Background: an optimization exercise with open tools, aiming at small area, a short achievable clock period and few clock cycles per item. Do not read the settings as production practice. The RTL was checked by simulation tests, not by an equivalence proof against the original design. No activity file was given, so power comes from the tool's default toggle rates.

==> flow/design.v (excerpt) <==
module fpmul(
    input wire Clk,
    input wire Rst,
    input wire Start,
    input wire [31:0] A,
    input wire [31:0] B,
    output wire Done,
    output wire [31:0] P,
    output wire UF,
    output wire OF,
    output wire NaNF,
    output wire InfF,
    output wire DNF,
    output wire ZF );
    fpmul_cu cu (
        .Clk(Clk), .Rst(Rst), .Start(Start), .Done(Done));
    fpmul_dp dp (
        .clk(Clk), .A(A), .B(B),
        .P(P), .UF(UF), .OF(OF), .NaNF(NaNF), .InfF(InfF), .DNF(DNF), .ZF(ZF));
endmodule
export LEC_CHECK = 0
export CAP_MARGIN = 20
export CORE_MARGIN = 2
export CORE_UTILIZATION = 70
export PLACE_DENSITY = 0.85
export SETUP_SLACK_MARGIN = 2.5
export SLEW_MARGIN = 20
export SYNTH_HIERARCHICAL = 1
create_clock -name core_clock -period 8.0 [get_ports {Clk}]
standard.sh (not shown) runs the stock make flow with config.mk's settings and CLKGATE_MAP_FILE= SYNTH_SCRIPT=/design/flow/synth_recipe.tcl, a recipe that flattens the netlist after the stock synthesis.
==> flow/flow/run.sh <==
#!/bin/bash
# Layout flow: the standard flow (standard.sh), run unchanged for
# synthesis, then for the rest of the layout with two ORFS settings changed:
# the port buffers are buf_4 cells (instead of the delay cells the resizer
# picks by default), and timing repair may resize a cell to one of another
# footprint. Each make run's output is kept in its own log file here.
set -euo pipefail
cd "$(dirname "$0")/.."
bash standard.sh synth > synth.log 2>&1
sed 's|"\${@:-finish}"|MATCH_CELL_FOOTPRINT=0 "BUFFER_PORTS_ARGS=-buffer_cell sky130_fd_sc_hd__buf_4" "${@:-finish}"|' \
    standard.sh > layout.sh
grep -q 'MATCH_CELL_FOOTPRINT=0' layout.sh
bash layout.sh finish > layout.log 2>&1
Testbench counts at the start, summed over its fixed seeds: cycles 4,096, items 2,048.
Change:
--- a/flow/config.mk
+++ b/flow/config.mk
@@ -9,4 +9,4 @@
 export CORE_MARGIN = 2
-export CORE_UTILIZATION = 70
-export PLACE_DENSITY = 0.85
+export CORE_UTILIZATION = 40
+export PLACE_DENSITY = 0.6
 export SETUP_SLACK_MARGIN = 2.5
What happened:
- non-clock buffer count went up by 6
- clock power went down by 7.9%
- first-iteration DRC count went down by 40%
- routed wire length went up by 0.49%
- total power went down by 0.43%


## raven
Another version of the RTL of fpmul (not shown whole).
For scale: ~2,100 cells after synthesis, about 110 I/O pins, ~19,000 sq um of cells after synthesis.
Settings: LEC_CHECK=0, CAP_MARGIN=20, CORE_MARGIN=2, CORE_UTILIZATION=50, PLACE_DENSITY=0.7, SETUP_SLACK_MARGIN=2.75, SLEW_MARGIN=20, SYNTH_HIERARCHICAL=1; clock period 8.0 ns.
Scripts as last shown in full above: flow/flow/run.sh
Testbench counts of raven, summed over its fixed seeds: cycles 4,096, items 2,048.
### raven -> yarrow
# raven
export LEC_CHECK = 0
export CAP_MARGIN = 20
export CORE_MARGIN = 2
export CORE_UTILIZATION = 50
export PLACE_DENSITY = 0.7
export SETUP_SLACK_MARGIN = 2.75
export SLEW_MARGIN = 20
export SYNTH_HIERARCHICAL = 1
create_clock -name core_clock -period 8.0 [get_ports {Clk}]
# yarrow
export LEC_CHECK = 0
export CAP_MARGIN = 20
export CORE_MARGIN = 2
export CORE_UTILIZATION = 40
export PLACE_DENSITY = 0.6
export SETUP_SLACK_MARGIN = 2.6
export SLEW_MARGIN = 20
export SYNTH_HIERARCHICAL = 1
create_clock -name core_clock -period 8.0 [get_ports {Clk}]
==> run notes <==
Compared with raven, in yarrow required time at the endpoint of the critical path increased by 0.06 ns relative to the old numbers, critical path depth increased by 2 relative to the old numbers, sum of routed wire length over all layers decreased by about 1.3% relative to the old numbers, number of setup buffers added after CTS decreased by 6 relative to the old numbers, maximum frequency from static timing analysis decreased by 0.0040 GHz relative to the old numbers. Compare yarrow and raven | sequential share of cell area lower: raven.
Relative to yarrow, the following input files were edited for amber:
# yarrow
export LEC_CHECK = 0
export CAP_MARGIN = 20
export CORE_MARGIN = 2
export CORE_UTILIZATION = 40
export PLACE_DENSITY = 0.6
export SETUP_SLACK_MARGIN = 2.6
export SLEW_MARGIN = 20
export SYNTH_HIERARCHICAL = 1
create_clock -name core_clock -period 8.0 [get_ports {Clk}]
# amber
export LEC_CHECK = 0
export CAP_MARGIN = 20
export CORE_MARGIN = 2
export CORE_UTILIZATION = 40
export PLACE_DENSITY = 0.6
export SETUP_SLACK_MARGIN = 2.75
export SLEW_MARGIN = 20
export SYNTH_HIERARCHICAL = 1
create_clock -name core_clock -period 8.0 [get_ports {Clk}]
Both conditions hold for amber: the flow ran to the end and the final layout passed the timing, design-rule and antenna checks.
Delta (amber minus yarrow): routed length on met1 saw a decrease; cell leakage power went up by 0.95%; multi-input gate share of total cell area moved down; net switching power of the design saw an increase.
The final reports for amber and yarrow show hold slack higher in the former.
For the routed wire length, amber came in 1.4% higher than yarrow did.
Going from yarrow to amber, the relative area change from synthesis to final layout was found to have gone up by 1.9 points.
Share of cell area taken by flip-flops and latches: yarrow vs amber — no meaningful difference
The following lists how cedar was set up differently from amber:
# amber
export LEC_CHECK = 0
export CAP_MARGIN = 20
export CORE_MARGIN = 2
export CORE_UTILIZATION = 40
export PLACE_DENSITY = 0.6
export SETUP_SLACK_MARGIN = 2.75
export SLEW_MARGIN = 20
export SYNTH_HIERARCHICAL = 1
create_clock -name core_clock -period 8.0 [get_ports {Clk}]
# cedar
export LEC_CHECK = 0
export CAP_MARGIN = 20
export CORE_MARGIN = 2
export CORE_UTILIZATION = 40
export PLACE_DENSITY = 0.6
export SETUP_SLACK_MARGIN = 2.9
export SLEW_MARGIN = 20
export SYNTH_HIERARCHICAL = 1
create_clock -name core_clock -period 8.0 [get_ports {Clk}]
### Flow results
met1 layer wirelength in the final routing was higher in cedar than in amber. Compared with amber, in cedar global routing usage summed across all routing layers went up 2.1 points; critical path depth +3; total area of sequential cells increased about 0.56%; share of the clock period used by the worst path after layout moved down; number of non-clock inverters in the layout picked up an extra 0.53%. Summary: with amber as the reference, fmax in cedar moved up by a few percent.


the previous run:
Another version of the RTL of fpmul (not shown whole).
Size in the first run: about 2200 cells after synthesis, roughly 110 I/O pins.
Design fpmul, start of the top module:
module fpmul(
    input wire Clk,
    input wire Rst,
    input wire Start,
    input wire [31:0] A,
    input wire [31:0] B,
    output wire Done,
    output wire [31:0] P,
    output wire UF,
    output wire OF,
    output wire NaNF,
    output wire InfF,
    output wire DNF,
    output wire ZF );
clock: 8.0 ns
lec_check: 0
cap_margin: 20
core_margin: 2
core_utilization: 40
place_density: 0.6
setup_slack_margin: 3.0
slew_margin: 20
synth_hierarchical: 1
Scripts as last shown in full above: flow/flow/run.sh
The previous run completed end to end with timing, DRC and antenna clean.
Testbench counts of the previous run, summed over its fixed seeds: cycles 4,096, items 2,048.
Input-level comparison between the current run and the previous run:
Settings: a change of SETUP_SLACK_MARGIN from 3.0 to 2.75.
==> comparison <==
- The current run vs the previous run: via count down by a few percent
- Taking the previous run as the reference, in the current run largest voltage drop on the vdd net shrank by 20%, overall power after layout lower, routed wire length now sits lower, number of buffers outside the clock class in the layout -about 40%.

port drivers added, routing unchanged:
How much do the figures lean on ideal ports? The routed layouts below were timed once more, with nothing changed but the port constraints. Step 1, drivers: a clkbuf_16 drives Clk and a buf_2 each remaining input, both assumed. Step 2 moves the port delays by t, midway between the first and last clock arrival at a register: inputs arrive t later, outputs are due t later. That takes back most of the time a late clock gives input paths. Three values: ideal, step 1, step 2; two values: the first two.
run	t, ns	setup WS [ns]	worst setup path at the end
the first run of note 1	0.401	2.522 / 2.535 / 2.150	input to register
the second run of note 1	0.423	2.548 / 2.577 / 2.155	input to register
raven	0.398	2.794 / 2.748 / 2.350	input to register
yarrow	0.412	2.685 / 2.714 / 2.301	input to register
amber	0.424	2.785 / 2.810 / 2.385	input to register
cedar	0.417	2.916 / 2.801 / 2.384	input to register
the previous run	0.423	3.001 / 2.931 / 2.508	input to register
the current run	0.424	2.821 / 2.818 / 2.413	input to register
After both steps setup and hold are still met in every run listed. The setup slack of cedar, which loses most, moves by -0.115 ns with the drivers and by -0.532 ns with both steps.
